What follows belongs to an exercise in optimizing a design on an open flow for small area; a production flow would make more cautious choices.
RTL that was checked went through simulation tests only; none was proved equivalent to the original.
Only the layout flow was run in runs 1 to 4; the RTL was not checked for function there.
Power is estimated from default activity; no workload was simulated.

===== design.v =====
module counter #(
    parameter int BIT_TICKS = 54
)(
    input  logic clk,
    input  logic rst_n,
    output logic tick
);
logic [5:0] u;
assign tick = (u == 6'(BIT_TICKS + 1));
always_ff @(posedge clk or negedge rst_n) begin
    if (!rst_n)
        u <= 6'd0;
    else if (tick)
        u <= 6'd1;
    else
        u <= u + 6'd1;
end
endmodule
module fifo (
    input  logic       clk,
    input  logic       rst_n,
    input  logic       wr,
    input  logic [7:0] w_data,
    input  logic       rd,
    output logic [7:0] r_data,
    output logic       full,
    output logic       empty
);
logic [7:0] mem [0:15];
logic [4:0] p;
assign empty = p[4];
assign full  = ~p[4] & (&p[3:0]);
wire push = wr & ~full;
wire pop  = rd & ~empty;
always_ff @(posedge clk) begin
    if (push) begin
        mem[0] <= w_data;
        for (int i = 1; i < 16; i++)
            mem[i] <= mem[i-1];
    end
end
always_ff @(posedge clk or negedge rst_n) begin
    if (!rst_n)
        p <= 5'b11111;
    else if (push & ~pop)
        p <= p + 5'd1;
    else if (pop & ~push)
        p <= p - 5'd1;
end
logic [15:0] sel;
always_comb begin
    for (int i = 0; i < 16; i++)
        sel[i] = (p[3:0] == 4'(i));
    r_data = '0;
    for (int i = 0; i < 16; i++)
        r_data = r_data | (mem[i] & {8{sel[i]}});
end
endmodule
module fifo_tx (
    input  logic       clk,
    input  logic       rst_n,
    input  logic       wr,
    input  logic [7:0] w_data,
    input  logic       rd,
    output logic [7:0] head,
    output logic       full,
    output logic       empty
);
logic [7:0]  mem [0:15];
logic [15:0] v;
logic [15:0] m;
assign full  = &v;
assign empty = ~|v;
assign head  = mem[0];
always_comb begin
    m[0] = ~v[0] | rd;
    for (int i = 1; i < 16; i++)
        m[i] = ~v[i] | m[i-1];
end
always_ff @(posedge clk) begin
    for (int i = 0; i < 15; i++)
        if (m[i]) mem[i] <= mem[i+1];
    if (m[15]) mem[15] <= w_data;
end
always_ff @(posedge clk or negedge rst_n) begin
    if (!rst_n)
        v <= '0;
    else begin
        for (int i = 0; i < 15; i++)
            if (m[i]) v[i] <= v[i+1];
        if (m[15]) v[15] <= wr & ~full;
    end
end
endmodule
module uart_rx (
    input  logic       clk,
    input  logic       rst_n,
    input  logic       rx,
    input  logic       s_tick,
    output logic       rx_done_tick,
    output logic [7:0] dout
);
localparam logic [1:0] IDLE = 2'd0, START = 2'd1, DATA = 2'd2, STOP = 2'd3;
logic [1:0] state;
logic [3:0] s;
logic [7:0] b;
wire last = s_tick & (&s);
always_ff @(posedge clk or negedge rst_n) begin
    if (!rst_n)
        state <= IDLE;
    else case (state)
        IDLE:  if (~rx) state <= START;
        START: if (last) state <= DATA;
        DATA:  if (last & b[0]) state <= STOP;
        STOP:  if (last) state <= IDLE;
    endcase
end
always_ff @(posedge clk) begin
    if (state == IDLE)
        s <= 4'd8;
    else if (s_tick)
        s <= s + 4'd1;
end
always_ff @(posedge clk) begin
    if (state == IDLE)
        b <= 8'h80;
    else if (state == DATA && last)
        b <= {rx, b[7:1]};
end
assign rx_done_tick = (state == STOP) & last;
assign dout = b;
endmodule
module uart_tx (
    input  logic       clk,
    input  logic       rst_n,
    input  logic       tx_start,
    input  logic       s_tick,
    input  logic [7:0] din,
    output logic       tx_done_tick,
    output logic       tx
);
localparam logic [1:0] IDLE = 2'd0, START = 2'd1, DATA = 2'd2, STOP = 2'd3;
logic [1:0] state;
logic [6:0] ns;    
wire last = s_tick & (&ns[3:0]);
always_ff @(posedge clk or negedge rst_n) begin
    if (!rst_n)
        state <= IDLE;
    else case (state)
        IDLE:  if (tx_start) state <= START;
        START: if (last) state <= DATA;
        DATA:  if (last & (&ns[6:4])) state <= STOP;
        STOP:  if (last) state <= IDLE;
    endcase
end
always_ff @(posedge clk) begin
    if (state == IDLE)
        ns <= 7'b111_0000;
    else if (s_tick)
        ns <= ns + 7'd1;
end
always_comb begin
    case (state)
        START:   tx = 1'b0;
        DATA:    tx = din[ns[6:4]];
        default: tx = 1'b1;
    endcase
end
assign tx_done_tick = (state == STOP) & last;
endmodule
module uart_module #(
    parameter int BIT_TICKS = 54
)(
    input logic clk,
    input logic rst_n,
    input logic rx,
    input logic rd_uart,
    input logic [7:0] w_data,
    input logic wr_uart,
    output logic tx,
    output logic [7:0] r_data,
    output logic rx_empty,
    output logic tx_full
);
logic s_tick;
logic [7:0] dout;
logic rx_done_tick;
logic tx_done_tick;
logic [7:0] din;
logic tx_fifo_empty;
counter #(.BIT_TICKS(BIT_TICKS)) u_baud_rate_generator (
    .clk(clk),
    .rst_n(rst_n),
    .tick(s_tick)
);
uart_rx u_reciever (
    .clk(clk),
    .rst_n(rst_n),
    .rx(rx),
    .s_tick(s_tick),
    .dout(dout),
    .rx_done_tick(rx_done_tick)
);
fifo u_reciever_fifo (
    .clk(clk),
    .rst_n(rst_n),
    .w_data(dout),
    .wr(rx_done_tick),
    .r_data(r_data),
    .rd(rd_uart),
    .empty(rx_empty),
    .full()
);
uart_tx u_tranciever (
    .clk(clk),
    .rst_n(rst_n),
    .tx(tx),
    .din(din),
    .s_tick(s_tick),
    .tx_done_tick(tx_done_tick),
    .tx_start(!tx_fifo_empty)
);
fifo_tx u_tranciever_fifo (
    .clk(clk),
    .rst_n(rst_n),
    .w_data(w_data),
    .wr(wr_uart),
    .rd(tx_done_tick),
    .empty(tx_fifo_empty),
    .full(tx_full),
    .head(din)
);
endmodule

===== run.sh =====
#!/bin/bash
# synth_recipe.tcl (not shown) runs the flow's synth.tcl, then flattens the netlist and writes it again
# the make line also repeats each setting of config.mk as NAME=value (left out here)
make -C /OpenROAD-flow-scripts/flow DESIGN_CONFIG=/design/flow/config.mk WORK_HOME=/design/flow/orfs CLKGATE_MAP_FILE= SYNTH_SCRIPT=/design/flow/synth_recipe.tcl finish

===== config.mk =====
export PLATFORM = sky130hd
export DESIGN_NAME = uart_module
export DESIGN_NICKNAME = uart_module
export VERILOG_FILES = /design/flow/design.v
export SDC_FILE = /design/flow/constraint.sdc
export NUM_CORES = 4
export LEC_CHECK = 0
export CAP_MARGIN = 20
export CORE_MARGIN = 2
export CORE_UTILIZATION = 40
export CTS_BUF_LIST = sky130_fd_sc_hd__clkbuf_4
export SLEW_MARGIN = 20

===== constraint.sdc =====
create_clock -name core_clock -period 10.0 [get_ports {clk}]
set_input_delay 2.0000 -clock core_clock [delete_from_list [all_inputs] [get_ports {clk}]]
set_output_delay 2.0000 -clock core_clock [all_outputs]
set_load 0.01 [all_outputs]

==> out/results.txt, run 1 <==
drt drc -> 0
num ports -> 24
share of layout cells above drive strength 1 -> 20.2%
P&R area growth vs syn -> 13.9%
Die X -> 174 um
Synth cell types -> 75
nets -> 794
delay of the slowest cell on the worst path -> 1.16 ns
asr flop ratio synth -> 10.1%
skew final -> 0.0289 ns
FF-to-FF path depth -> 10
clock transition at the registers of the reported paths -> 0.07 ns
PD cells -> 225 nW/um2
setup repair bufs after CTS -> 0
Synth Area in XOR/XNOR -> 1.05%
Final period util -> 57.4%
crit start category -> flip-flop
initial antenna violation count -> 1
Compound-Gate Fraction of Synth Area -> 5.69%
ANT nets after route -> 0
worst min-delay path startpoint -> u_tranciever_fifo.mem[2][2]
TritonCTS clock tree -> done
worst vdd ir -> 0.0921 mV
largest net degree at the start of global routing -> 75
Initial Util -> 40.6%
drt pass-1 iters -> 5
post-CTS sizing -> 0
Rel. slew slack -> 34.0%
CTS Buffer Depth -> 3
Setup crit start -> u_reciever_fifo.p[3]
die area -> 30400 um2
number of synthesized flops with an enable pin -> 256
vias in the first global route -> 6202
Main synth FF type -> edfxtp_1
syn_nets -> 721
Placed Cells -> 1068
TritonCTS Buffers -> 78
Area after DPL -> 12200 um2
yosys warns -> 7
Root Buffer -> clkbuf_4
Post-Synth Adder-Cell Area -> 1.89%
Mapped Area -> 11600 um2
fin area -> 13200 um2
Tot Pwr -> 2.98 mW
HPWL Detailed -> 12.3 mm
Pins Over Slew Limit -> 0
vias per inst -> 5.06
Crit. path cell count -> 5
slowest CP cell -> dfstp_2
Yosys reg bits -> 306
CTS Hold Buffers Added -> 0
CP max FO -> 51
Crit Path Category -> reg -> out
simple-gate portion of the synthesized area -> 7.92%
crit-path cells -> nor2b_1, a21oi_1, a221oi_1, a2111o_1, clkdlybuf4s50_1
Leakage -> 4.84 nW
combinational family with the most area after synthesis -> simple AND/OR/NAND/NOR gates
Congestion Overflow GR -> 0
first-pass GRT wire length -> 31.8 mm
CP delay by family, top -> flip-flops
hold path depth -> 0
setup_tns -> 0 ns
Port Buf Inserts -> 23
clock sink count -> 306
Rows -> 62
f_max -> 174 MHz
CP Data Arrival Time -> 3.74 ns
Hold Crit Class -> reg -> reg
initial DRC count -> 487
CP Capture Type -> primary output
Buffers & Inverters on Critical Path -> 1
Tot GR Track Use -> 13.2%
via count -> 6098
Seq/Total Area, Yosys -> 76.1%
min cycle time layout -> 5.74 ns
mux contribution to synthesized area -> 5.20%
worst skew pair latency -> 0.67 ns
Fin. Hold Viols -> 0
gpl congestion -> 0.791
Slew @ Worst Pin -> 0.991 ns
H-tree depth -> 3
status -> complete, no violations
fin cells -> 1205
RSZ-0062 raised after global routing -> false
CP Data Required Time -> 8.00 ns
chip height -> 174 um
final setup violation count -> 0
Max-cap violations -> 0
Syn Area/Cell -> 16.8 um2
cell count after synthesis -> 691
drt wl/cell -> 16.3 um
RR Startpoint -> u_baud_rate_generator.u[0]
area of the core -> 28600 um2
Total Wirelength -> 19.7 mm
synth_stat cells (all sizes together) (6+ instances only):
cell type,instances,share of area (%)
edfxtp,256,66
mux2i,30,2.6
nand2,30,0.97
dfrtp,26,5.6
nor2,24,0.77
buf,20,1.1
nand3,20,0.86
dfxtp,19,3.3
o21ai,17,0.73
ha,16,1.7
inv,16,0.52
nand2b,15,0.81
clkbuf,13,0.52
mux2,13,1.3
a21oi,11,0.47
nand4,10,0.54
nor2b,10,0.54
xnor2,10,0.75
nor3,9,0.48
a22o,7,0.55
mux4,7,1.4
o211ai,6,0.39
or2,6,0.32
layout by cell type, fill, tap and decap left out, types with 5 or more instances in the layout:
master,netlist,routed
xnor2_1,10,10
mux4_2,7,7
o211ai_1,6,6
dfxtp_1,19,19
mux2i_1,30,30
dfstp_2,5,5
a22o_1,5,5
clkdlybuf4s50_1,0,23
dfrtp_1,26,26
a21oi_1,11,11
edfxtp_1,256,256
o21ai_0,17,17
nor2b_1,10,10
nor2_1,24,24
clkbuf_4,0,116
nand2_1,30,30
nand4_1,10,10
mux2_2,13,13
or2_2,5,5
inv_1,16,16
o22ai_1,5,5
ha_1,16,16
nor4_1,5,5
nand2b_1,15,15
nand3b_1,5,5
clkinv_1,0,13
nor3_1,8,8
nand3_1,20,20
power by group:
| group | internal, mW | total, mW | leakage (nW) | switching [mW] |
|---|---|---|---|---|
| combinational | 0.171 | 0.375 | 1.22 | 0.204 |
| clock | 0.632 | 1.11 | 0.619 | 0.476 |
| sequential | 1.40 | 1.50 | 3.01 | 0.0932 |
| total | 2.21 | 2.98 | 4.84 | 0.773 |
metal layers:
layer,wire (um),track usage (%),up-vias,share of wire [%]
li1,-,-,2881,-
met1,9230,17.8,3038,47
met2,9150,19.7,149,46
met3,920,3.43,30,4.7
met4,399,6.62,0,2.0
met5,0,0,-,0
logic make-up (layout without fill, tap and decap cells):
family,after synthesis,after routing
flip-flops,306,306
AND/OR/NAND/NOR,164,164
AO/OA/AOI/OAI,91,91
multiplexers,50,50
buffers and inverters,49,178
adder cells (fa/ha/maj),17,17
XOR/XNOR,14,14
other,0,1
final cells by class:
| class | instances | area [um2] |
|---|---|---|
| diodes | 1 | 2.50 |
| clock inverters | 20 | 185 |
| well taps | 384 | 480 |
| repair buffers | 26 | 253 |
| inverters | 16 | 60.1 |
| flip-flops and latches | 306 | 8850 |
| multi-input cells | 336 | 2540 |
| clock buffers | 116 | 871 |
| fillers | 2477 | 15400 |
stage by stage:
step | hold slack [ns] | setup slack [ns] | util, %
after floorplan | 0.400 | 3.84 | -
after global placement | 0.400 | 5.08 | 42.6
after detailed placement | 0.405 | 4.99 | 42.6
after CTS | 0.411 | 4.23 | 46.3
after global routing | 0.415 | 4.03 | 46.3
final | 0.409 | 4.26 | 46.3
registers in the layout, summed over array words and instances, names as in the netlist:
signal / cells
u_reciever.state: 2
u_tranciever.state: 2
u_tranciever.ns: 7
u_reciever_fifo.mem: 128
u_reciever.s: 4
u_tranciever_fifo.mem: 128
u_reciever_fifo.p: 5
u_reciever.b: 8
u_baud_rate_generator.u: 6
u_tranciever_fifo.v: 16
worst paths after layout:
check                                              end  slack, ns
max reg2reg                       u_reciever_fifo.p[4]       5.79
min reg2reg                u_tranciever_fifo.mem[1][2]       0.41
min in group asynchronous       u_tranciever_fifo.v[7]       1.75
max in group asynchronous       u_tranciever_fifo.v[9]       7.93
min                        u_tranciever_fifo.mem[1][2]       0.41
max                                          r_data[3]       4.26
==> run 2: changes to the inputs <==
--- a/config.mk
+++ b/config.mk
@@ -8,5 +8,4 @@
 export CAP_MARGIN = 20
 export CORE_MARGIN = 2
 export CORE_UTILIZATION = 40
-export CTS_BUF_LIST = sky130_fd_sc_hd__clkbuf_4
 export SLEW_MARGIN = 20
==> run 2 against run 1 <==
  * Wire length is 2.6% lower
  * Cell area is 0.31% higher
  * Utilization rose by 0.14 points
  * Global-route usage fell by 0.63 points
  * Count of clock-buffer cells in the layout fell by 79
  * Flip-flop and latch count unchanged
  * Fmax is 3.0% higher
  * Cell count shrank 6.7%
  * Setup slack improved by 0.16 ns
  * Largest cell class unchanged
  * Highest routed layer unchanged
==> out/results.txt, run 2 <==
status -> complete, no violations
Rows -> 62
drt pass-1 iters -> 4
Max-cap violations -> 0
CTS Hold Buffers Added -> 0
share of layout cells above drive strength 1 -> 12.6%
count leader, synth -> edfxtp_1
simple-gate portion of the synthesized area -> 7.92%
nets -> 746
combinational family with the most area after synthesis -> simple AND/OR/NAND/NOR gates
drt wl/cell -> 17.1 um
CP Capture Type -> primary output
Synth area leader -> edfxtp_1
Congestion Overflow GR -> 0
Tot GR Track Use -> 12.5%
Main synth FF type -> edfxtp_1
worst skew pair latency -> 0.55 ns
RR Startpoint -> u_baud_rate_generator.u[0]
dpl ws -> 4.99 ns
setup repair bufs after CTS -> 0
Root Buffer -> clkbuf_16
final setup violation count -> 0
PD cells -> 232 nW/um2
P&R area growth vs syn -> 14.3%
die area -> 30400 um2
Seq/Total Area, Yosys -> 76.1%
number of synthesized flops with an enable pin -> 256
via count -> 5805
yosys warns -> 7
RSZ-0062 raised after global routing -> false
largest net degree at the start of global routing -> 75
TritonCTS clock tree -> done
Setup crit start -> u_reciever_fifo.p[3]
vias per inst -> 5.16
setup_tns -> 0 ns
Compound-Gate Fraction of Synth Area -> 5.69%
Initial Util -> 40.6%
gpl congestion -> 0.791
most common cell after layout, fill and taps aside -> edfxtp_1
skew final -> 0.0109 ns
Hold Crit Class -> reg -> reg
CP Data Required Time -> 8.00 ns
share of the synthesized area in the top cell type -> 66.1%
CP max FO -> 51
Synth Area in XOR/XNOR -> 1.05%
clock transition at the registers of the reported paths -> 0.06 ns
initial DRC count -> 391
Crit Path Category -> reg -> out
first-pass GRT wire length -> 30.9 mm
crit start category -> flip-flop
Synth cell types -> 75
Fin. Hold Viols -> 0
mux contribution to synthesized area -> 5.20%
worst hold slack -> 0.416 ns
commonest non-fill, non-tap cells in the layout -> edfxtp_1 (256), clkbuf_16 (35), nand2_1 (30), mux2i_1 (30), dfrtp_1 (26)
num ports -> 24
clock sink count -> 306
syn_nets -> 721
ANT cells -> 0
H-tree depth -> 1
initial antenna violation count -> 0
Yosys reg bits -> 306
Post-Synth Adder-Cell Area -> 1.89%
Area contributors post-synth -> edfxtp_1 (66%), dfrtp_1 (5.6%), dfxtp_1 (3.3%)
Syn Area/Cell -> 16.8 um2
Pins Over Slew Limit -> 0
worst vdd ir -> 0.156 mV
post-CTS sizing -> 0
f_max -> 179 MHz
Leakage -> 4.77 nW
worst min-delay path startpoint -> u_tranciever_fifo.mem[3][1]
Final period util -> 55.7%
min cycle time layout -> 5.57 ns
Mapped Area -> 11600 um2
HPWL Detailed -> 12.3 mm
vias in the first global route -> 5744
Die X -> 174 um
Total Wirelength -> 19.2 mm
asr flop ratio synth -> 10.1%
Port Buf Inserts -> 23
top cells by count, synth -> edfxtp_1 (256), mux2i_1 (30), nand2_1 (30)
Setup WS post-layout -> 4.43 ns
TritonCTS Buffers -> 30
Slew @ Worst Pin -> 0.988 ns
ANT nets after route -> 0
CP Data Arrival Time -> 3.57 ns
drt drc -> 0
chip height -> 174 um
CTS Buffer Depth -> 3
biggest regs -> u_reciever_fifo.mem: 128 flops, u_tranciever_fifo.mem: 128 flops, u_tranciever_fifo.v: 16 flops
Rel. slew slack -> 34.1%
cell count after synthesis -> 691
area of the core -> 28600 um2
fill cell count -> 2391
run 2: cell type report:
class / instances / area (um2) / area share, %
clock inverter: 19 / 206 / 1.55
tap: 384 / 480 / 3.62
inverter: 16 / 60.1 / 0.452
clock buffer: 37 / 893 / 6.73
sequential: 306 / 8850 / 66.6
multi-input combinational: 336 / 2540 / 19.1
timing repair buffer: 26 / 253 / 1.90
run 2: kinds of logic (layout without fill, tap and decap cells):
family	Yosys count	in the layout
adders and majority gates	17	17
DFF	306	306
buffers and inverters	49	98
and+or+nand+nor	164	164
xor gates and xnor gates	14	14
AOI/OAI and AO/OA	91	91
muxes	50	50
run 2: worst paths after layout:
path,slack [ns],cells past startpoint,endpoint
setup / recovery,4.43,5,r_data[3]
hold / removal,0.42,0,u_tranciever_fifo.mem[2][1]
setup reg to reg,5.77,10,u_reciever_fifo.p[4]
hold reg to reg,0.42,0,u_tranciever_fifo.mem[2][1]
max in group asynchronous,7.80,2,u_reciever_fifo.p[3]
min in group asynchronous,1.87,2,u_tranciever_fifo.v[1]
run 2: report_power, final:
part | switching (mW) | internal [mW] | leakage, nW | total (mW)
clock network | 0.468 | 0.738 | 0.544 | 1.21
logic | 0.202 | 0.171 | 1.22 | 0.373
registers | 0.0934 | 1.40 | 3.01 | 1.50
total | 0.764 | 2.31 | 4.77 | 3.08
run 2: metrics by stage:
| step | utilization, % | std cells | instance area [um2] | total power, mW |
|---|---|---|---|---|
| global route | 46.4 | 1124 | 13300 | 3.21 |
| detailed placement | 42.6 | 1068 | 12200 | 1.90 |
| finish | 46.4 | 1124 | 13300 | 3.08 |
| CTS | 46.4 | 1124 | 13300 | 3.11 |
| floorplan | - | 691 | 11600 | 1.77 |
| global placement | 42.6 | 1068 | 12200 | 1.88 |
run 2: critical path, cell delays in order (launching register included):
cell	delay [ns]
dfstp_2	1.16
nor2b_1	0.69
a21oi_1	0.15
a221oi_1	0.32
a2111o_1	0.16
clkdlybuf4s50_1	0.53
run 2: layer usage:
layer	wire length, um	track usage (%)
met2	8840	19.6
met1	9140	18.2
met4	351	3.57
met3	843	2.08
met5	0	0
==> run 3: changes to the inputs <==
--- a/config.mk
+++ b/config.mk
@@ -7,5 +7,8 @@
 export LEC_CHECK = 0
 export CAP_MARGIN = 20
 export CORE_MARGIN = 2
-export CORE_UTILIZATION = 40
+export CORE_UTILIZATION = 70
+export CTS_BUF_LIST = sky130_fd_sc_hd__clkbuf_8
+export CTS_CLUSTER_DIAMETER = 50
+export CTS_CLUSTER_SIZE = 20
 export SLEW_MARGIN = 20
==> run 3 against run 2 <==
  * Via count grew 0.83%
  * Clock power decreased by about 40%
  * First-iteration DRC count is 31% higher
  * Setup slack worse by 0.046 ns
  * Wire length is 5.3% lower
  * Critical endpoint is now r_data[5]
  * Fmax is 0.82% lower
  * Non-clock buffer count grew 1
  * Critical path depth unchanged
  * Utilization rose by 30 points
  * Clock skew up 0.015 ns
  * Flip-flop and latch count unchanged
  * Hold slack worse by 0.0036 ns
==> out/results.txt, run 3 <==
crit-path cells -> nor2b_1, a311o_1, a211oi_1, o21ai_0, clkdlybuf4s50_1
first-pass GRT wire length -> 29.8 mm
number of synthesized flops with an enable pin -> 256
WL met3 -> 1.10 mm
num ports -> 24
skew final -> 0.0260 ns
drt wl/cell -> 19.1 um
area of the core -> 16400 um2
fin cells -> 950
Congestion Overflow GR -> 0
crit start category -> flip-flop
CP Capture Type -> primary output
Area contributors post-synth -> edfxtp_1 (66%), dfrtp_1 (5.6%), dfxtp_1 (3.3%)
setup_tns -> 0 ns
fin area -> 12500 um2
Syn Area/Cell -> 16.8 um2
Total Wirelength -> 18.2 mm
Tot GR Track Use -> 21.2%
Seq/Total Area, Yosys -> 76.1%
syn_nets -> 721
HPWL Detailed -> 11.8 mm
die area -> 17700 um2
CTS Hold Buffers Added -> 0
worst min-delay path startpoint -> u_tranciever_fifo.mem[14][5]
gpl congestion -> 0.839
f_max -> 178 MHz
WHS Endpoint -> u_tranciever_fifo.mem[13][5]
clock sink count -> 306
Port Buf Inserts -> 23
Met2 Wirelength -> 8.36 mm
RR Endpoint -> u_reciever_fifo.p[4]
initial DRC count -> 511
biggest regs -> u_reciever_fifo.mem: 128 flops, u_tranciever_fifo.mem: 128 flops, u_tranciever_fifo.v: 16 flops
Synth area leader -> edfxtp_1
Yosys reg bits -> 306
vias per inst -> 6.16
Mapped Area -> 11600 um2
Root Buffer -> clkbuf_8
RSZ-0062 raised after global routing -> false
Slew @ Worst Pin -> 0.963 ns
routed length on met1 -> 8.47 mm
nets -> 742
drt drc -> 0
Max-cap violations -> 0
Die X -> 133 um
Comb pwr share -> 15.5%
RR Startpoint -> u_baud_rate_generator.u[0]
yosys warns -> 7
CP max FO -> 51
CP Data Arrival Time -> 3.62 ns
TritonCTS Buffers -> 25
chip height -> 133 um
Flop pwr share -> 56.6%
Area after DPL -> 12000 um2
PD cells -> 207 nW/um2
Fin. Hold Viols -> 0
status -> complete, no violations
commonest non-fill, non-tap cells in the layout -> edfxtp_1 (256), nand2_1 (30), mux2i_1 (30)
Clock Power Share -> 27.9%
TritonCTS clock tree -> done
Setup WS post-layout -> 4.38 ns
count leader, synth -> edfxtp_1
final setup violation count -> 0
asr flop ratio synth -> 10.1%
Final period util -> 56.2%
min cycle time layout -> 5.62 ns
Rows -> 47
CP delay by family, top -> flip-flops
top cells by count, synth -> edfxtp_1 (256), mux2i_1 (30), nand2_1 (30)
share of the synthesized area in the top cell type -> 66.1%
Int Power -> 1.87 mW
largest net degree at the start of global routing -> 70
slowest CP cell -> dfstp_2
most common cell after layout, fill and taps aside -> edfxtp_1
initial antenna violation count -> 0
worst skew pair latency -> 0.56 ns
setup repair bufs after CTS -> 0
share of layout cells above drive strength 1 -> 11.6%
Hold Crit Class -> reg -> reg
H-tree depth -> 1
CP Data Required Time -> 8.00 ns
FF-to-FF path depth -> 10
post-CTS sizing -> 0
Buffers & Inverters on Critical Path -> 1
hold path depth -> 0
cell count after synthesis -> 691
worst vdd ir -> 0.209 mV
fill cell count -> 915
Crit Path Category -> reg -> out
ANT nets after route -> 0
CTS Buffer Depth -> 3
Main synth FF type -> edfxtp_1
P&R area growth vs syn -> 7.87%
delay of the slowest cell on the worst path -> 1.18 ns
net switching power -> 0.728 mW
Top Layer Used -> met4
Synth cell types -> 75
Leakage -> 4.51 nW
Placed Cells -> 905
dpl ws -> 5.04 ns
Rel. slew slack -> 35.8%
drt pass-1 iters -> 5
Initial Util -> 70.9%
Setup crit start -> u_reciever_fifo.p[3]
slack of the worst reg-to-reg path -> 5.92 ns
switch share -> 28.1%
via count -> 5853
vias in the first global route -> 5747
worst hold slack -> 0.413 ns
Pins Over Slew Limit -> 0
clock transition at the registers of the reported paths -> 0.11 ns
ANT cells -> 0
==> run 3: worst max-delay path by stage <==
| stage | end | slack, ns | cells after the start |
|---|---|---|---|
| CTS | r_data[5] | 4.40 | 5 |
| finish | r_data[5] | 4.38 | 5 |
| floorplan | u_reciever_fifo.p[4] | 3.84 | 11 |
| global route | r_data[3] | 4.16 | 5 |
| global placement | r_data[5] | 5.13 | 5 |
| detailed placement | r_data[5] | 5.04 | 5 |
==> run 3: final cells by class <==
type                    count  area [um2]  area share, %
inverters                  16        60.1          0.479
flip-flops and latches    306        8850           70.6
clock buffers              25         344           2.74
multi-input cells         336        2540           20.3
well taps                 220         275           2.20
repair buffers             27         260           2.08
clock inverters            20         209           1.67
==> run 3: power by group through the flow <==
stage | Combinational (mW) | Clock [mW] | Sequential (mW)
5_1_grt | 0.443 | 0.790 | 1.48
3_5_place_dp | 0.399 | 0 | 1.50
3_3_place_gp | 0.388 | 0 | 1.49
6_report | 0.402 | 0.723 | 1.47
2_1_floorplan | 0.321 | 0 | 1.45
4_1_cts | 0.402 | 0.746 | 1.47
==> run 3: through the flow <==
| stage | utilization, % | power, mW |
|---|---|---|
| finish | 76.4 | 2.59 |
| global route | 76.4 | 2.71 |
| CTS | 76.4 | 2.62 |
| detailed placement | 73.1 | 1.90 |
| global placement | 73.1 | 1.88 |
| floorplan | - | 1.77 |
==> run 3: worst reg2reg max path: stages (launching register included) <==
cell and delay, ns:
dfrtp_1 0.42, ha_1 0.35, nand4_1 0.24, nor2_1 0.36, o311a_4 0.81, ha_1 0.36, inv_1 0.15, fa_1 0.48
a21o_1 0.23, a2111oi_0 0.45, o31ai_1 0.15
==> run 3: kinds of logic after synthesis <==
| logic type | Yosys count | share of synthesized area, % |
|---|---|---|
| flops | 306 | 76.1 |
| simple gates | 164 | 7.92 |
| compound gates | 91 | 5.69 |
| mux | 50 | 5.20 |
| buf+inv | 49 | 2.11 |
| fa+ha+maj | 17 | 1.89 |
| xor+xnor | 14 | 1.05 |
==> run 3: layer usage <==
layer  vias to the layer above  track usage (%)
li1                       2720                -
met1                      2922             33.7
met2                       190             31.5
met3                        21             4.21
met4                         0             4.36
met5                         -                0
==> run 4: changes to the inputs <==
--- a/config.mk
+++ b/config.mk
@@ -8,7 +8,7 @@
 export CAP_MARGIN = 20
 export CORE_MARGIN = 2
 export CORE_UTILIZATION = 70
-export CTS_BUF_LIST = sky130_fd_sc_hd__clkbuf_8
-export CTS_CLUSTER_DIAMETER = 50
-export CTS_CLUSTER_SIZE = 20
+export CTS_BUF_LIST = sky130_fd_sc_hd__clkbuf_4
+export CTS_CLUSTER_DIAMETER = 40
+export CTS_CLUSTER_SIZE = 12
 export SLEW_MARGIN = 20
==> run 4 against run 3 <==
  * Still clean
  * Area after synthesis is the same
  * Power shrank 2.9%
  * Clock power shrank 11%
  * Cell area shrank 0.67%
  * Count of clock-buffer cells in the layout grew 21
  * Critical endpoint unchanged
  * Largest cell class unchanged
==> out/results.txt, run 4 <==
status -> complete, no violations
Seq/Total Area, Yosys -> 76.1%
Synth area leader -> edfxtp_1
die area -> 17700 um2
hold path depth -> 0
syn_nets -> 721
Int Power -> 1.83 mW
slack of the worst reg-to-reg path -> 5.87 ns
Comb pwr share -> 16.0%
Hold Crit Class -> reg -> reg
Core Util, Final -> 75.9%
Leakage -> 4.50 nW
CTS Hold Buffers Added -> 0
setup repair bufs after CTS -> 0
asr flop ratio synth -> 10.1%
f_max -> 177 MHz
via count -> 5854
top cells by count, synth -> edfxtp_1 (256), mux2i_1 (30), nand2_1 (30)
most common cell after layout, fill and taps aside -> edfxtp_1
worst hold slack -> 0.414 ns
RR Startpoint -> u_baud_rate_generator.u[0]
share of the synthesized area in the top cell type -> 66.1%
Rows -> 47
vias in the first global route -> 5800
Pins Over Slew Limit -> 0
Area after DPL -> 12000 um2
initial DRC count -> 449
fill cell count -> 952
net switching power -> 0.690 mW
share of layout cells above drive strength 1 -> 14.1%
count leader, synth -> edfxtp_1
Crit Path Category -> reg -> out
Mapped Area -> 11600 um2
gpl congestion -> 0.839
post-CTS sizing -> 0
fin area -> 12500 um2
num ports -> 24
Yosys reg bits -> 306
Clock Power Share -> 25.7%
min cycle time layout -> 5.65 ns
clock transition at the registers of the reported paths -> 0.11 ns
Total Wirelength -> 18.4 mm
chip height -> 133 um
first-pass GRT wire length -> 29.9 mm
Flop pwr share -> 58.4%
Area contributors post-synth -> edfxtp_1 (66%), dfrtp_1 (5.6%), dfxtp_1 (3.3%)
nets -> 753
CP Data Arrival Time -> 3.65 ns
H-tree depth -> 2
worst min-delay path startpoint -> u_tranciever_fifo.mem[15][5]
FF-to-FF path depth -> 10
Rel. slew slack -> 35.9%
largest net degree at the start of global routing -> 70
CP max FO -> 51
drt wl/cell -> 19.0 um
Slew @ Worst Pin -> 0.962 ns
crit start category -> flip-flop
ANT nets after route -> 0
TritonCTS Buffers -> 36
Max-cap violations -> 0
PD cells -> 202 nW/um2
cell count after synthesis -> 691
drt pass-1 iters -> 5
CTS Buffer Depth -> 3
Initial Util -> 70.9%
biggest regs -> u_reciever_fifo.mem: 128 flops, u_tranciever_fifo.mem: 128 flops, u_tranciever_fifo.v: 16 flops
Tot Pwr -> 2.52 mW
setup_tns -> 0 ns
worst skew pair latency -> 0.65 ns
clock sink count -> 306
drt drc -> 0
Congestion Overflow GR -> 0
commonest non-fill, non-tap cells in the layout -> edfxtp_1 (256), clkbuf_4 (46), nand2_1 (30), mux2i_1 (30), dfrtp_1 (26)
HPWL Detailed -> 11.8 mm
vias per inst -> 6.05
Die X -> 133 um
area of the core -> 16400 um2
Root Buffer -> clkbuf_4
Fin. Hold Viols -> 0
Synth cell types -> 75
Port Buf Inserts -> 23
Final period util -> 56.5%
WHS Endpoint -> u_tranciever_fifo.mem[14][5]
TritonCTS clock tree -> done
yosys warns -> 7
Main synth FF type -> edfxtp_1
Tot GR Track Use -> 21.6%
CP Data Required Time -> 8.00 ns
CP Capture Type -> primary output
number of synthesized flops with an enable pin -> 256
RSZ-0062 raised after global routing -> false
switch share -> 27.4%
P&R area growth vs syn -> 7.15%
RR Endpoint -> u_reciever_fifo.p[4]
worst vdd ir -> 0.198 mV
skew final -> 0.0526 ns
final setup violation count -> 0
initial antenna violation count -> 1
Syn Area/Cell -> 16.8 um2
run 4: cell type report:
cell class | count | area [um2] | share of cell area (%)
flip-flops and latches | 306 | 8850 | 71.0
clock inverters | 16 | 121 | 0.974
repair buffers | 27 | 260 | 2.09
multi-input cells | 336 | 2540 | 20.4
well taps | 220 | 275 | 2.21
clock buffers | 46 | 345 | 2.77
inverters | 16 | 60.1 | 0.482
diodes | 1 | 2.50 | 0.0201
run 4: per-layer routing:
metal	GRT usage [%]	vias up	part of all wire, %
li1	-	2750	-
met1	33.8	2891	46
met2	31.6	188	46
met3	3.91	25	6.4
met4	7.11	0	1.9
met5	0	-	0
run 4: how the worst max path moves through the flow:
stage	slack [ns]	endpoint	from	depth (start not counted)
finish	4.35	r_data[5]	u_reciever_fifo.p[3]	5
global route	4.13	r_data[3]	u_reciever_fifo.p[3]	5
CTS	4.33	r_data[5]	u_reciever_fifo.p[3]	5
detailed placement	5.04	r_data[5]	u_reciever_fifo.p[3]	5
global placement	5.13	r_data[5]	u_reciever_fifo.p[3]	5
floorplan	3.84	u_reciever_fifo.p[4]	u_baud_rate_generator.u[0]	11
run 4: critical path: stages (launching register included):
cell             delay (ns)
dfstp_2                1.17
nor2b_1                0.66
a311o_1                0.27
a211oi_1               0.05
o21ai_0                0.28
clkdlybuf4s50_1        0.58
run 4: logic make-up after synthesis:
group,count (synthesis),share of synthesized area [%]
AO/OA/AOI/OAI,91,5.69
flip-flops,306,76.1
AND/OR/NAND/NOR,164,7.92
adder cells (fa/ha/maj),17,1.89
buffers and inverters,49,2.11
multiplexers,50,5.20
XOR/XNOR,14,1.05
run 4: power by group through the flow:
stage	Combinational, mW	Sequential [mW]	Clock, mW
floorplan	0.321	1.45	0
global placement	0.388	1.49	0
detailed placement	0.399	1.50	0
CTS	0.402	1.47	0.673
global route	0.442	1.48	0.720
finish	0.402	1.47	0.647
run 4: metrics by stage:
| step | setup slack [ns] | std cells |
|---|---|---|
| floorplan | 3.84 | 691 |
| global placement | 5.13 | 905 |
| finish | 4.35 | 968 |
| global route | 4.13 | 968 |
| detailed placement | 5.04 | 905 |
| CTS | 4.33 | 967 |
==> run 5: changes to the inputs <==
--- a/design.v
+++ b/design.v
@@ -47,50 +47,7 @@
     else if (pop & ~push)
         p <= p - 5'd1;
 end
-logic [15:0] sel;
-always_comb begin
-    for (int i = 0; i < 16; i++)
-        sel[i] = (p[3:0] == 4'(i));
-    r_data = '0;
-    for (int i = 0; i < 16; i++)
-        r_data = r_data | (mem[i] & {8{sel[i]}});
-end
-endmodule
-module fifo_tx (
-    input  logic       clk,
-    input  logic       rst_n,
-    input  logic       wr,
-    input  logic [7:0] w_data,
-    input  logic       rd,
-    output logic [7:0] head,
-    output logic       full,
-    output logic       empty
-);
-logic [7:0]  mem [0:15];
-logic [15:0] v;
-logic [15:0] m;
-assign full  = &v;
-assign empty = ~|v;
-assign head  = mem[0];
-always_comb begin
-    m[0] = ~v[0] | rd;
-    for (int i = 1; i < 16; i++)
-        m[i] = ~v[i] | m[i-1];
-end
-always_ff @(posedge clk) begin
-    for (int i = 0; i < 15; i++)
-        if (m[i]) mem[i] <= mem[i+1];
-    if (m[15]) mem[15] <= w_data;
-end
-always_ff @(posedge clk or negedge rst_n) begin
-    if (!rst_n)
-        v <= '0;
-    else begin
-        for (int i = 0; i < 15; i++)
-            if (m[i]) v[i] <= v[i+1];
-        if (m[15]) v[15] <= wr & ~full;
-    end
-end
+assign r_data = mem[p[3:0]];
 endmodule
 module uart_rx (
     input  logic       clk,
@@ -220,7 +177,7 @@
     .tx_done_tick(tx_done_tick),
     .tx_start(!tx_fifo_empty)
 );
-fifo_tx u_tranciever_fifo (
+fifo u_tranciever_fifo (
     .clk(clk),
     .rst_n(rst_n),
     .w_data(w_data),
@@ -228,6 +185,6 @@
     .rd(tx_done_tick),
     .empty(tx_fifo_empty),
     .full(tx_full),
-    .head(din)
+    .r_data(din)
 );
 endmodule
--- a/config.mk
+++ b/config.mk
@@ -7,8 +7,5 @@
 export LEC_CHECK = 0
 export CAP_MARGIN = 20
 export CORE_MARGIN = 2
-export CORE_UTILIZATION = 70
-export CTS_BUF_LIST = sky130_fd_sc_hd__clkbuf_4
-export CTS_CLUSTER_DIAMETER = 40
-export CTS_CLUSTER_SIZE = 12
+export CORE_UTILIZATION = 40
 export SLEW_MARGIN = 20
==> run 5 against run 4 <==
  * Die area is 84% higher
  * Register-to-register slack better by 0.19 ns
  * Clock skew is 0.026 ns lower
  * Non-clock buffer count increased by 4
  * Synthesized cell count grew 24%
  * Hold slack improved by 0.019 ns
  * Combinational power grew 130%
  * Setup slack better by 0.0018 ns
  * Utilization is 30 points lower
  * Area after synthesis up 6.6%
==> out/results.txt, run 5 <==
drt pass-1 iters -> 5
Crit Path Category -> reg -> out
Yosys reg bits -> 295
worst vdd ir -> 0.204 mV
Buffers & Inverters on Critical Path -> 2
dpl ws -> 4.86 ns
combinational family with the most area after synthesis -> compound AO/OA/AOI/OAI gates
Post-Synth Adder-Cell Area -> 2.34%
num ports -> 24
count leader, synth -> edfxtp_1
Root Buffer -> clkbuf_16
drt wl/cell -> 19.3 um
PD cells -> 277 nW/um2
Synth cell types -> 72
Main synth FF type -> edfxtp_1
CP Data Required Time -> 8.00 ns
Hold Crit Class -> reg -> reg
delay of the slowest cell on the worst path -> 0.77 ns
setup_tns -> 0 ns
top cells by count, synth -> edfxtp_1 (256), nand2_1 (47), nor2_1 (42)
Seq/Total Area, Yosys -> 69.2%
switch share -> 30.4%
Rel. slew slack -> 33.5%
slack of the worst reg-to-reg path -> 6.06 ns
Mapped Area -> 12400 um2
crit start category -> flip-flop
CTS Hold Buffers Added -> 0
Core Util, Final -> 46.2%
first-pass GRT wire length -> 39.2 mm
final setup violation count -> 0
vias per inst -> 5.56
share of the synthesized area in the top cell type -> 62.0%
clock transition at the registers of the reported paths -> 0.06 ns
CP Capture Type -> primary output
Slew @ Worst Pin -> 0.997 ns
slowest CP cell -> dfstp_2
net switching power -> 1.19 mW
Rows -> 64
Tot Pwr -> 3.91 mW
fin area -> 14100 um2
RSZ-0062 raised after global routing -> false
fill cell count -> 2700
P&R area growth vs syn -> 13.9%
skew final -> 0.0264 ns
Initial Util -> 40.5%
die area -> 32400 um2
largest net degree at the start of global routing -> 81
f_max -> 177 MHz
initial DRC count -> 828
Syn Area/Cell -> 14.5 um2
Congestion Overflow GR -> 0
asr flop ratio synth -> 6.78%
crit-path cells -> buf_4, and2b_1, a22oi_1, a2111oi_0, a211oi_1, o22a_2, o22ai_2, clkdlybuf4s50_1
TritonCTS Buffers -> 34
yosys warns -> 5
H-tree depth -> 2
Area contributors post-synth -> edfxtp_1 (62%), dfxtp_1 (3.1%), mux2i_1 (2.7%)
simple-gate portion of the synthesized area -> 8.37%
status -> complete, no violations
mux contribution to synthesized area -> 5.84%
CTS Buffer Depth -> 3
number of synthesized flops with an enable pin -> 256
syn_nets -> 889
area of the core -> 30600 um2
Int Power -> 2.72 mW
ANT cells -> 0
Setup WS post-layout -> 4.35 ns
Compound-Gate Fraction of Synth Area -> 9.93%
HPWL Detailed -> 15.3 mm
Synth area leader -> edfxtp_1
CP Data Arrival Time -> 3.65 ns
initial antenna violation count -> 0
CP max FO -> 34
min cycle time layout -> 5.65 ns
most common cell after layout, fill and taps aside -> edfxtp_1
drt drc -> 0
Flop pwr share -> 42.0%
Pins Over Slew Limit -> 0
Max-cap violations -> 0
CP delay by family, top -> compound AO/OA/AOI/OAI gates
Clock Power Share -> 34.4%
Total Wirelength -> 24.8 mm
biggest regs -> u_reciever_fifo.mem: 128 flops, u_tranciever_fifo.mem: 128 flops, u_reciever.b: 8 flops
post-CTS sizing -> 0
Die X -> 180 um
gpl congestion -> 0.779
vias in the first global route -> 6803
commonest non-fill, non-tap cells in the layout -> edfxtp_1 (256), nand2_1 (47), nor2_1 (42)
Port Buf Inserts -> 23
Tot GR Track Use -> 15.1%
share of layout cells above drive strength 1 -> 11.8%
Fin. Hold Viols -> 0
TritonCTS clock tree -> done
Leakage -> 5.05 nW
setup repair bufs after CTS -> 0
chip height -> 180 um
clock sink count -> 295
worst skew pair latency -> 0.51 ns
via count -> 7156
ANT nets after route -> 0
cell count after synthesis -> 854
Area after DPL -> 12900 um2
Comb pwr share -> 23.6%
Final period util -> 56.5%
nets -> 904
Synth Area in XOR/XNOR -> 1.41%
## run 5: cell count changes in the layout (fill, tap and decap cells not counted), moves of 17 or more
cell and delta:
a21oi_1 +28, clkbuf_4 -46, nand2_1 +17, nor2_1 +18, clkbuf_16 +35, o21ai_0 +20
## run 5: worst paths after layout
path | from | end | cells past startpoint
hold reg to reg | u_reciever_fifo.mem[7][7] | u_reciever_fifo.mem[8][7] | 0
setup reg to reg | u_reciever_fifo.p[1] | u_reciever_fifo.p[4] | 11
max in group asynchronous | rst_n | u_tranciever.state[1] | 1
setup / recovery | u_tranciever_fifo.p[3] | tx | 8
hold / removal | u_reciever_fifo.mem[7][7] | u_reciever_fifo.mem[8][7] | 0
min in group asynchronous | rst_n | u_baud_rate_generator.u[3] | 1
## run 5: logic make-up (layout without fill, tap and decap cells)
kind of cell,Yosys count,after routing
DFF,295,295
xor gates and xnor gates,20,20
adders and majority gates,22,22
and+or+nand+nor,206,206
muxes,62,62
AOI/OAI and AO/OA,180,180
buffers and inverters,69,106
## run 5: layout make-up
cell class / instances / area, um2 / area share [%]
clock inverters: 17 / 314 / 2.22
multi-input cells: 490 / 3480 / 24.6
repair buffers: 31 / 290 / 2.06
inverters: 17 / 63.8 / 0.452
flip-flops and latches: 295 / 8580 / 60.8
clock buffers: 41 / 898 / 6.36
well taps: 396 / 495 / 3.51
## run 5: routing by layer
metal	wire length (um)	part of all wire [%]	track usage, %	vias to the layer above
met5	0	0	0	-
met4	555	2.2	4.65	0
met3	1260	5.1	2.53	39
met2	10900	44	21.5	206
met1	12100	49	23.4	3570
li1	-	-	-	3341
## run 5: power groups by stage
stage	logic, mW	clock network [mW]	registers, mW
final	0.921	1.35	1.64
after global routing	1.01	1.43	1.66
after CTS	0.922	1.38	1.64
after detailed placement	0.916	0	1.67
after global placement	0.909	0	1.66
after floorplan	0.788	0	1.52
## run 5: stage by stage
step,hold slack (ns),instances
floorplan,0.417,854
global placement,0.422,1229
detailed placement,0.428,1229
CTS,0.438,1287
global route,0.452,1287
finish,0.433,1287
==> run 6: changes to the inputs <==
--- a/design.v
+++ b/design.v
@@ -28,26 +28,112 @@
 );
 logic [7:0] mem [0:15];
 logic [4:0] p;
+logic [3:0] hp;
+logic       pend;
 assign empty = p[4];
 assign full  = ~p[4] & (&p[3:0]);
 wire push = wr & ~full;
 wire pop  = rd & ~empty;
-always_ff @(posedge clk) begin
-    if (push) begin
-        mem[0] <= w_data;
-        for (int i = 1; i < 16; i++)
-            mem[i] <= mem[i-1];
+wire ins  = pend & ((hp + p[3:0]) == 4'd0);
+always_ff @(posedge clk) begin
+    for (int j = 0; j < 15; j++)
+        mem[j] <= mem[j+1];
+    mem[15] <= ins ? w_data : mem[0];
+end
+always_ff @(posedge clk or negedge rst_n) begin
+    if (!rst_n) begin
+        p    <= 5'b11111;
+        hp   <= 4'd0;
+        pend <= 1'b0;
+    end else begin
+        if (push & ~pop)
+            p <= p + 5'd1;
+        else if (pop & ~push)
+            p <= p - 5'd1;
+        if (!pop)
+            hp <= hp - 4'd1;
+        if (push)
+            pend <= 1'b1;
+        else if (ins)
+            pend <= 1'b0;
     end
 end
-always_ff @(posedge clk or negedge rst_n) begin
-    if (!rst_n)
-        p <= 5'b11111;
-    else if (push & ~pop)
-        p <= p + 5'd1;
-    else if (pop & ~push)
-        p <= p - 5'd1;
-end
-assign r_data = mem[p[3:0]];
+wire        selb = pend & (p == 5'd0);
+logic [15:0] sel;
+always_comb
+    for (int i = 0; i < 16; i++)
+        sel[i] = ~selb & (hp == 4'(i));
+for (genvar j = 0; j < 8; j++) begin : g_col
+    logic [15:0] d;
+    for (genvar i = 0; i < 16; i++) begin : g_bit
+        assign d[i] = mem[i][j];
+    end
+    rd_col u_col (.sel(sel), .d(d), .selb(selb), .b(w_data[j]), .y(r_data[j]));
+end
+endmodule
+module fifo_tx (
+    input  logic       clk,
+    input  logic       rst_n,
+    input  logic       wr,
+    input  logic [7:0] w_data,
+    input  logic       rd,
+    output logic [7:0] head,
+    output logic       full,
+    output logic       empty
+);
+logic [7:0]  mem [0:15];
+logic [15:0] v;
+logic [15:0] m;
+assign full  = &v;
+assign empty = ~|v;
+assign head  = mem[0];
+always_comb begin
+    m[0] = ~v[0] | rd;
+    for (int i = 1; i < 16; i++)
+        m[i] = ~v[i] | m[i-1];
+end
+always_ff @(posedge clk) begin
+    for (int i = 0; i < 15; i++)
+        if (m[i]) mem[i] <= mem[i+1];
+    if (m[15]) mem[15] <= w_data;
+end
+always_ff @(posedge clk or negedge rst_n) begin
+    if (!rst_n)
+        v <= '0;
+    else begin
+        for (int i = 0; i < 15; i++)
+            if (m[i]) v[i] <= v[i+1];
+        if (m[15]) v[15] <= wr & ~full;
+    end
+end
+endmodule
+module rd_col (
+    input  logic [15:0] sel,
+    input  logic [15:0] d,
+    input  logic        selb,
+    input  logic        b,
+    output logic        y
+);
+logic [5:0] t;
+for (genvar g = 0; g < 5; g++) begin : g_aoi
+    aoi222 u (.a0(sel[3*g]),   .b0(d[3*g]),
+              .a1(sel[3*g+1]), .b1(d[3*g+1]),
+              .a2(sel[3*g+2]), .b2(d[3*g+2]), .y(t[g]));
+end
+aoi22 u_last (.a0(sel[15]), .b0(d[15]), .a1(selb), .b1(b), .y(t[5]));
+assign y = ~&t;
+endmodule
+module aoi222 (
+    input  logic a0, b0, a1, b1, a2, b2,
+    output logic y
+);
+assign y = ~((a0 & b0) | (a1 & b1) | (a2 & b2));
+endmodule
+module aoi22 (
+    input  logic a0, b0, a1, b1,
+    output logic y
+);
+assign y = ~((a0 & b0) | (a1 & b1));
 endmodule
 module uart_rx (
     input  logic       clk,
@@ -79,7 +165,7 @@
         s <= s + 4'd1;
 end
 always_ff @(posedge clk) begin
-    if (state == IDLE)
+    if (state == START && last)
         b <= 8'h80;
     else if (state == DATA && last)
         b <= {rx, b[7:1]};
@@ -177,7 +263,7 @@
     .tx_done_tick(tx_done_tick),
     .tx_start(!tx_fifo_empty)
 );
-fifo u_tranciever_fifo (
+fifo_tx u_tranciever_fifo (
     .clk(clk),
     .rst_n(rst_n),
     .w_data(w_data),
@@ -185,6 +271,6 @@
     .rd(tx_done_tick),
     .empty(tx_fifo_empty),
     .full(tx_full),
-    .r_data(din)
-);
-endmodule
+    .head(din)
+);
+endmodule
==> flow/run.sh (new file) <==
#!/bin/bash
# Standard layout with two changes: port buffers are buf_1, and the clock
# tree is built from clkbuf_4 with larger sink clusters and no dummy loads.
set -euo pipefail
export BUFFER_PORTS_ARGS="-buffer_cell sky130_fd_sc_hd__buf_1"
export CTS_ARGS="-sink_clustering_enable -repair_clock_nets -dont_use_dummy_load -buf_list sky130_fd_sc_hd__clkbuf_8 -sink_clustering_size 20 -sink_clustering_max_diameter 50"
bash standard.sh > standard_flow.log 2>&1
==> standard.sh (new file) <==
#!/bin/bash
# synth_recipe.tcl (not shown) runs the flow's synth.tcl, then flattens the netlist and writes it again
# the make line also repeats each setting of config.mk as NAME=value (left out here)
make -C /OpenROAD-flow-scripts/flow DESIGN_CONFIG=/design/flow/config.mk WORK_HOME=/design/flow/orfs CLKGATE_MAP_FILE= SYNTH_SCRIPT=/design/flow/synth_recipe.tcl "${@:-finish}"
--- a/config.mk
+++ b/config.mk
@@ -7,5 +7,6 @@
 export LEC_CHECK = 0
 export CAP_MARGIN = 20
 export CORE_MARGIN = 2
-export CORE_UTILIZATION = 40
+export CORE_UTILIZATION = 70
 export SLEW_MARGIN = 20
+export SYNTH_HIERARCHICAL = 1
removed: run.sh
==> run 6 against run 5 <==
  * Still clean
  * Setup slack gained 0.42 ns
  * Clock power fell by about 60%
  * Fmax grew 7.9%
  * Wire length down 34%
  * Area after synthesis down 18%
  * Via count fell by 26%
  * Sequential power fell by 15%
  * Utilization increased by 29 points
  * First-iteration DRC count shrank 42%
  * Sequential share of layout area increased by 10 points
  * Critical path type unchanged
  * Largest cell class unchanged
  * Largest power group unchanged
==> out/results.txt, run 6 <==
largest net degree at the start of global routing -> 37
setup_tns -> 0 ns
vias per inst -> 6.11
RSZ-0062 raised after global routing -> false
Hold Crit Class -> reg -> reg
gpl congestion -> 0.825
Syn Area/Cell -> 15.9 um2
drt wl/cell -> 19.0 um
drt pass-1 iters -> 5
CTS Buffer Depth -> 3
most common cell after layout, fill and taps aside -> dfxtp_1
CP Data Required Time -> 8.00 ns
chip height -> 125 um
initial antenna violation count -> 0
min cycle time layout -> 5.24 ns
Crit Path Category -> reg -> out
f_max -> 191 MHz
Die X -> 125 um
worst vdd ir -> 0.191 mV
Pins Over Slew Limit -> 0
TritonCTS clock tree -> done
Tot Pwr -> 2.23 mW
worst min-delay path startpoint -> u_reciever_fifo.mem[10][1]
WHS Endpoint -> u_reciever_fifo.mem[9][1]
Total Wirelength -> 16.4 mm
status -> complete, no violations
CP Data Arrival Time -> 3.24 ns
Mapped Area -> 10200 um2
worst skew pair latency -> 0.53 ns
share of layout cells above drive strength 1 -> 10.9%
ANT nets after route -> 0
die area -> 15600 um2
Rows -> 44
skew final -> 0.0401 ns
Final period util -> 52.4%
CTS Hold Buffers Added -> 0
Initial Util -> 71.0%
Rel. slew slack -> 18.1%
Leakage -> 3.89 nW
TritonCTS Buffers -> 22
commonest non-fill, non-tap cells in the layout -> dfxtp_1 (147), edfxtp_1 (128), a222oi_1 (40)
Fin. Hold Viols -> 0
RR Endpoint -> u_reciever_fifo.p[4]
slowest CP cell -> or4b_1
crit start category -> flip-flop
crit-path cells -> or4b_1, nor3_2, buf_4, nor3b_1, and2_1, a222oi_1, and4_1, nand3_1, buf_1
yosys warns -> 13
nets -> 721
clock transition at the registers of the reported paths -> 0.11 ns
initial DRC count -> 481
Tot GR Track Use -> 21.2%
ANT cells -> 0
CP max FO -> 15
cell count after synthesis -> 642
P&R area growth vs syn -> 6.09%
biggest regs -> u_reciever_fifo.mem: 128 flops, u_tranciever_fifo.mem: 128 flops, u_tranciever_fifo.v: 16 flops
setup repair bufs after CTS -> 0
Root Buffer -> clkbuf_8
CP Capture Type -> primary output
slack of the worst reg-to-reg path -> 6.13 ns
drt drc -> 0
syn_nets -> 681
Port Buf Inserts -> 23
post-CTS sizing -> 0
HPWL Detailed -> 11.4 mm
num ports -> 24
final setup violation count -> 0
Slew @ Worst Pin -> 1.22 ns
vias in the first global route -> 5316
first-pass GRT wire length -> 26.3 mm
delay of the slowest cell on the worst path -> 0.54 ns
Max-cap violations -> 0
H-tree depth -> 1
PD cells -> 206 nW/um2
area of the core -> 14400 um2
hold path depth -> 0
Setup WS post-layout -> 4.76 ns
Congestion Overflow GR -> 0
via count -> 5283
clock sink count -> 311
RR Startpoint -> u_baud_rate_generator.u[0]
FF-to-FF path depth -> 13
dpl ws -> 5.37 ns
## run 6: how the worst max path moves through the flow
stage                                    start        end  slack [ns]
after floorplan           u_reciever_fifo.p[3]  r_data[0]        5.39
after global placement    u_reciever_fifo.p[3]  r_data[4]        5.47
after detailed placement  u_reciever_fifo.p[3]  r_data[1]        5.37
after CTS                 u_reciever_fifo.p[3]  r_data[4]        4.78
after global routing      u_reciever_fifo.p[3]  r_data[1]        4.57
final                     u_reciever_fifo.p[3]  r_data[4]        4.76
## run 6: critical path, delay by kind of cell (launching register included)
family	cells	cell delay, ns
AO/OA/AOI/OAI	1	0.37
buffers and inverters	2	0.43
flip-flops	1	0.40
AND/OR/NAND/NOR	6	1.51
## run 6: layout make-up
class / count / area, um2
clock buffers: 22 / 303
fillers: 875 / 3540
inverters: 20 / 75.1
multi-input cells: 303 / 2430
flip-flops and latches: 311 / 7690
well taps: 184 / 230
repair buffers: 24 / 95.1
## run 6: routing by layer
layer	vias to the layer above	global-route usage [%]	wire length, um	share of wire (%)
li1	2495	-	-	-
met1	2623	31.0	7550	46
met3	30	4.51	1120	6.8
met5	-	0	0	0
met4	0	4.76	281	1.7
met2	135	33.3	7420	45
## run 6: metrics by stage
step | instances | cell area, um2 | util (%) | hold slack [ns]
CTS | 864 | 10800 | 75.3 | 0.340
global route | 864 | 10800 | 75.3 | 0.324
finish | 864 | 10800 | 75.3 | 0.336
global placement | 842 | 10500 | 73.2 | 0.331
floorplan | 642 | 10200 | - | 0.330
detailed placement | 842 | 10500 | 73.2 | 0.336
## run 6: power breakdown
| part | internal, mW | total, mW | switching, mW |
|---|---|---|---|
| logic | 0.109 | 0.297 | 0.188 |
| registers | 1.34 | 1.39 | 0.0475 |
| clock network | 0.198 | 0.539 | 0.341 |
| total | 1.65 | 2.23 | 0.576 |
==> run 7: changes to the inputs <==
==> flow/run.sh (replaced) <==
#!/bin/bash
# Standard layout with two changes: port buffers are buf_1, and the clock
# tree is built from clkbuf_4 with larger sink clusters and no dummy loads.
set -euo pipefail
export BUFFER_PORTS_ARGS="-buffer_cell sky130_fd_sc_hd__buf_1"
export CTS_ARGS="-sink_clustering_enable -repair_clock_nets -dont_use_dummy_load -buf_list sky130_fd_sc_hd__clkbuf_4 -sink_clustering_size 12 -sink_clustering_max_diameter 40"
bash standard.sh > standard_flow.log 2>&1
==> run 7 against run 6 <==
  * Still clean on timing, DRC and antenna
  * Sequential share of layout area up 0.26 points
  * Utilization fell by 0.28 points
  * Global-route usage is 0.64 points higher
  * First-iteration DRC count grew 5.4%
  * Non-clock buffer count did not move
  * Power decreased by 1.2%
  * Cell area down 0.37%
  * Count of clock-buffer cells in the layout up 13
  * Combinational power barely moved
  * Fmax decreased by 1.5%
  * Clock power decreased by 4.8%
  * Largest power group unchanged
==> out/results.txt, run 7 <==
TritonCTS Buffers -> 35
CTS Buffer Depth -> 3
P&R area growth vs syn -> 5.70%
share of layout cells above drive strength 1 -> 12.6%
initial DRC count -> 507
clock sink count -> 311
nets -> 734
FF-to-FF path depth -> 13
Tot Pwr -> 2.20 mW
TritonCTS clock tree -> done
initial antenna violation count -> 0
Root Buffer -> clkbuf_4
Met2 Wirelength -> 7.57 mm
fin cells -> 877
Pins Over Slew Limit -> 0
commonest non-fill, non-tap cells in the layout -> dfxtp_1 (147), edfxtp_1 (128), a222oi_1 (40)
syn_nets -> 681
RR Endpoint -> u_reciever_fifo.p[4]
crit start category -> flip-flop
Total Wirelength -> 16.5 mm
post-CTS sizing -> 0
PD cells -> 204 nW/um2
critical path endpoint -> r_data[1]
CP max FO -> 15
Rows -> 44
Top Layer Used -> met4
num ports -> 24
Max-cap violations -> 0
first-pass GRT wire length -> 26.8 mm
Tot GR Track Use -> 21.8%
worst skew pair latency -> 0.64 ns
slack of the worst reg-to-reg path -> 6.10 ns
vias per inst -> 6.17
slowest CP cell -> or4b_1
setup repair bufs after CTS -> 0
largest net degree at the start of global routing -> 37
most common cell after layout, fill and taps aside -> dfxtp_1
fill cell count -> 883
drt pass-1 iters -> 8
delay of the slowest cell on the worst path -> 0.54 ns
CP Capture Type -> primary output
Hold Crit Class -> reg -> reg
Slew @ Worst Pin -> 1.24 ns
RSZ-0062 raised after global routing -> false
HPWL Detailed -> 11.4 mm
setup_tns -> 0 ns
WL met3 -> 977 um
Fin. Hold Viols -> 0
Port Buf Inserts -> 23
CP Data Arrival Time -> 3.31 ns
Initial Util -> 71.0%
routed length on met1 -> 7.69 mm
die area -> 15600 um2
Crit Path Category -> reg -> out
clock transition at the registers of the reported paths -> 0.11 ns
Leakage -> 3.89 nW
status -> complete, no violations
via count -> 5410
Congestion Overflow GR -> 0
Setup crit start -> u_reciever_fifo.p[3]
final setup violation count -> 0
RR Startpoint -> u_baud_rate_generator.u[0]
Placed Cells -> 842
skew final -> 0.0862 ns
drt wl/cell -> 18.8 um
gpl congestion -> 0.825
Die X -> 125 um
worst min-delay path startpoint -> u_reciever_fifo.mem[11][4]
min cycle time layout -> 5.31 ns
Syn Area/Cell -> 15.9 um2
CP Data Required Time -> 8.00 ns
drt drc -> 0
area of the core -> 14400 um2
crit-path cells -> or4b_1, nor3_2, buf_4, nor3b_1, and2_1, a222oi_1, and4_1, nand3_1, buf_1
cell count after synthesis -> 642
H-tree depth -> 2
worst vdd ir -> 0.146 mV
ANT cells -> 0
biggest regs -> u_reciever_fifo.mem: 128 flops, u_tranciever_fifo.mem: 128 flops, u_tranciever_fifo.v: 16 flops
ANT nets after route -> 0
yosys warns -> 13
CTS Hold Buffers Added -> 0
vias in the first global route -> 5467
chip height -> 125 um
f_max -> 188 MHz
Final period util -> 53.1%
Mapped Area -> 10200 um2
Rel. slew slack -> 16.8%
==> run 7: final cells by class <==
class	instances	area [um2]	share of cell area, %
sequential	311	7690	71.3
multi-input combinational	303	2430	22.5
inverter	20	75.1	0.696
clock buffer	35	263	2.44
timing repair buffer	24	95.1	0.882
tap	184	230	2.13
==> run 7: stage by stage <==
stage	setup slack [ns]	instance area, um2	util, %	hold slack (ns)
after global placement	5.47	10500	73.2	0.331
final	4.69	10800	75.1	0.310
after floorplan	5.39	10200	-	0.330
after CTS	4.70	10800	75.0	0.306
after global routing	4.49	10800	75.1	0.297
after detailed placement	5.37	10500	73.2	0.336
==> run 7: how the worst min path moves through the flow <==
stage,endpoint,slack (ns),depth (start not counted)
after floorplan,u_reciever_fifo.mem[11][0],0.33,0
after global placement,u_reciever_fifo.mem[11][5],0.33,0
after detailed placement,u_reciever_fifo.mem[0][5],0.34,0
after CTS,u_reciever_fifo.mem[10][4],0.31,0
after global routing,u_reciever_fifo.mem[10][4],0.30,0
final,u_reciever_fifo.mem[10][4],0.31,0
==> run 7: critical path, delay by kind of cell (launching register included) <==
family | cells | cell delay, ns
AOI/OAI and AO/OA | 1 | 0.40
buffers and inverters | 2 | 0.44
DFF | 1 | 0.39
and+or+nand+nor | 6 | 1.47
==> run 7: power by group <==
part / switching (mW) / internal, mW
Combinational: 0.187 / 0.109
Sequential: 0.0476 / 1.34
Clock: 0.350 / 0.163
Total: 0.585 / 1.62
==> run 7: per-layer routing <==
layer / vias to the layer above / GRT usage (%)
li1: 2532 / -
met1: 2668 / 31.3
met2: 181 / 33.4
met3: 29 / 5.24
met4: 0 / 7.34
met5: - / 0
==> run 8: changes to the inputs <==
==> flow/run.sh (replaced) <==
#!/bin/bash
# Standard layout with two changes: port buffers are buf_1, and the clock
# tree is built from clkbuf_4 with larger sink clusters and no dummy loads.
set -euo pipefail
export BUFFER_PORTS_ARGS="-buffer_cell sky130_fd_sc_hd__buf_1"
export CTS_ARGS="-sink_clustering_enable -repair_clock_nets -dont_use_dummy_load -buf_list \"sky130_fd_sc_hd__clkbuf_2 sky130_fd_sc_hd__clkbuf_4\" -sink_clustering_size 10 -sink_clustering_max_diameter 35"
bash standard.sh > standard_flow.log 2>&1
==> run 8 against run 7 <==
  * Count of clock-buffer cells in the layout up 7
  * Critical endpoint unchanged
  * Hold slack gained 0.0023 ns
  * Critical path type unchanged
  * Register-to-register slack is essentially flat
  * Non-clock buffer count unchanged
  * Fmax grew 0.47%
  * First-iteration DRC count fell by 16%
  * Wire length barely moved
  * Clock skew rose by 0.017 ns
  * Critical path depth is the same
==> out/results.txt, run 8 <==
first-pass GRT wire length -> 26.8 mm
Final period util -> 52.9%
skew final -> 0.103 ns
syn_nets -> 681
nets -> 741
Reg area -> 7690 um2
clock transition at the registers of the reported paths -> 0.10 ns
Mapped Area -> 10200 um2
Comb pwr share -> 13.2%
initial antenna violation count -> 0
HPWL Detailed -> 11.4 mm
CP Data Required Time -> 8.00 ns
fill cell count -> 896
share of layout cells above drive strength 1 -> 13.4%
commonest non-fill, non-tap cells in the layout -> dfxtp_1 (147), edfxtp_1 (128), clkbuf_4 (42)
crit start category -> flip-flop
status -> complete, no violations
P&R area growth vs syn -> 6.22%
CP max FO -> 15
largest net degree at the start of global routing -> 37
Crit Path Category -> reg -> out
ANT cells -> 0
H-tree depth -> 2
CTS Hold Buffers Added -> 0
clock sink count -> 311
initial DRC count -> 426
Clock Power Share -> 24.7%
RSZ-0062 raised after global routing -> false
post-CTS sizing -> 0
Pins Over Slew Limit -> 0
Slew @ Worst Pin -> 1.19 ns
vias per inst -> 6.10
CP Data Arrival Time -> 3.29 ns
Tot GR Track Use -> 21.8%
PD cells -> 207 nW/um2
Max-cap violations -> 0
Int Power -> 1.65 mW
via count -> 5391
Die X -> 125 um
CP Capture Type -> primary output
TritonCTS clock tree -> done
Rel. slew slack -> 20.2%
Root Buffer -> clkbuf_4
drt pass-1 iters -> 7
switch share -> 26.5%
final setup violation count -> 0
setup repair bufs after CTS -> 0
min cycle time layout -> 5.29 ns
Rows -> 44
Port Buf Inserts -> 23
CTS Buffer Depth -> 3
cell count after synthesis -> 642
TritonCTS Buffers -> 42
Congestion Overflow GR -> 0
worst skew pair latency -> 0.65 ns
worst vdd ir -> 0.152 mV
biggest regs -> u_reciever_fifo.mem: 128 flops, u_tranciever_fifo.mem: 128 flops, u_tranciever_fifo.v: 16 flops
Leakage -> 3.93 nW
yosys warns -> 13
setup_tns -> 0 ns
Multi-input gate area -> 2430 um2
vias in the first global route -> 5494
Initial Util -> 71.0%
Syn Area/Cell -> 15.9 um2
chip height -> 125 um
area of the core -> 14400 um2
gpl congestion -> 0.825
Flop pwr share -> 62.1%
drt drc -> 0
Fin. Hold Viols -> 0
Hold Crit Class -> reg -> reg
most common cell after layout, fill and taps aside -> dfxtp_1
Total Wirelength -> 16.5 mm
fin area -> 10800 um2
net switching power -> 0.594 mW
ANT nets after route -> 0
f_max -> 189 MHz
Area after DPL -> 10500 um2
num ports -> 24
drt wl/cell -> 18.7 um
die area -> 15600 um2
-- run 8: final cells by class --
type / count / area share, %
clock buffers: 42 / 2.91
inverters: 20 / 0.693
multi-input cells: 303 / 22.4
flip-flops and latches: 311 / 71.0
well taps: 184 / 2.12
repair buffers: 24 / 0.877
-- run 8: critical path, stage by stage (launching register included) --
cell and delay, ns:
dfstp_2 0.39, or4b_1 0.54, nor3_2 0.11, buf_4 0.28, nor3b_1 0.13, and2_1 0.34, a222oi_1 0.39, and4_1 0.26
nand3_1 0.09, buf_1 0.15
-- run 8: final timing paths --
kind	slack, ns	endpoint	from	cells after the start
max in group asynchronous	7.83	u_tranciever_fifo.v[6]	rst_n	1
min in group asynchronous	1.47	u_baud_rate_generator.u[5]	rst_n	1
hold / removal	0.31	u_reciever_fifo.mem[10][4]	u_reciever_fifo.mem[11][4]	0
setup / recovery	4.71	r_data[1]	u_reciever_fifo.p[3]	9
setup reg to reg	6.10	u_reciever_fifo.p[4]	u_baud_rate_generator.u[0]	13
hold reg to reg	0.31	u_reciever_fifo.mem[10][4]	u_reciever_fifo.mem[11][4]	0
-- run 8: through the flow --
| stage | hold slack, ns | cells | utilization, % | total power, mW | setup slack [ns] |
|---|---|---|---|---|---|
| 2_1_floorplan | 0.330 | 642 | - | 1.62 | 5.39 |
| 3_3_place_gp | 0.331 | 842 | 73.2 | 1.69 | 5.47 |
| 3_5_place_dp | 0.336 | 842 | 73.2 | 1.70 | 5.37 |
| 4_1_cts | 0.317 | 884 | 75.4 | 2.25 | 4.70 |
| 5_1_grt | 0.313 | 884 | 75.4 | 2.35 | 4.48 |
| 6_report | 0.312 | 884 | 75.4 | 2.24 | 4.71 |
-- run 8: per-layer routing --
metal  vias up  wire length (um)  track usage, %
met2       152              7520            33.0
met5         -                 0               0
met4         0               365            7.87
li1       2547                 -               -
met1      2656              7420            30.9
met3        36              1230            5.84
-- run 8: power by group through the flow --
stage	combinational, mW	sequential (mW)	clock, mW
after floorplan	0.222	1.40	0
after global placement	0.271	1.41	0
after detailed placement	0.288	1.42	0
after CTS	0.289	1.39	0.574
after global routing	0.332	1.40	0.623
final	0.295	1.39	0.554

[static timing again, ports no longer ideal]
Ports are ideal in the flow. The routed layouts listed here were re-timed in OpenROAD. Step 1: set_driving_cell puts a clkbuf_16 on clk and a buf_2 on each other input, an assumption about the parent block. Step 2, shift: input delay + t, output delay - t, t = (earliest + latest rising clock arrival at the registers) / 2. This alone moves slack from input paths to output paths. Three values: ideal, step 1, step 2; two values: the first two.
| run | shift t [ns] | setup WS [ns] | worst hold slack (ns) | worst data-port slew with drivers (ns) | cell pins on the clock port's net |
|---|---|---|---|---|---|
| run 1 | 0.697 | 4.260 / 4.215 / 4.912 | 0.409 / 0.409 / 0.409 | 0.04 | 1 |
| run 2 | 0.595 | 4.425 / 4.376 / 4.972 | 0.416 / 0.416 / 0.416 | 0.04 | 1 |
| run 3 | 0.585 | 4.379 / 4.340 / 4.925 | 0.413 / 0.413 / 0.413 | 0.03 | 1 |
| run 4 | 0.664 | 4.346 / 4.307 / 4.971 | 0.414 / 0.414 / 0.414 | 0.03 | 1 |
| run 5 | 0.546 | 4.348 / 4.300 / 4.846 | 0.433 / 0.433 / 0.433 | 0.03 | 1 |
| run 6 | 0.551 | 4.763 / 4.724 / 5.276 | 0.336 / 0.336 / 0.336 | 0.03 | 1 |
| run 7 | 0.636 | 4.685 / 4.651 / 5.287 | 0.310 / 0.310 / 0.310 | 0.03 | 1 |
| run 8 | 0.639 | 4.710 / 4.674 / 5.313 | 0.312 / 0.312 / 0.312 | 0.03 | 1 |
After both steps setup and hold are still met in every run listed.
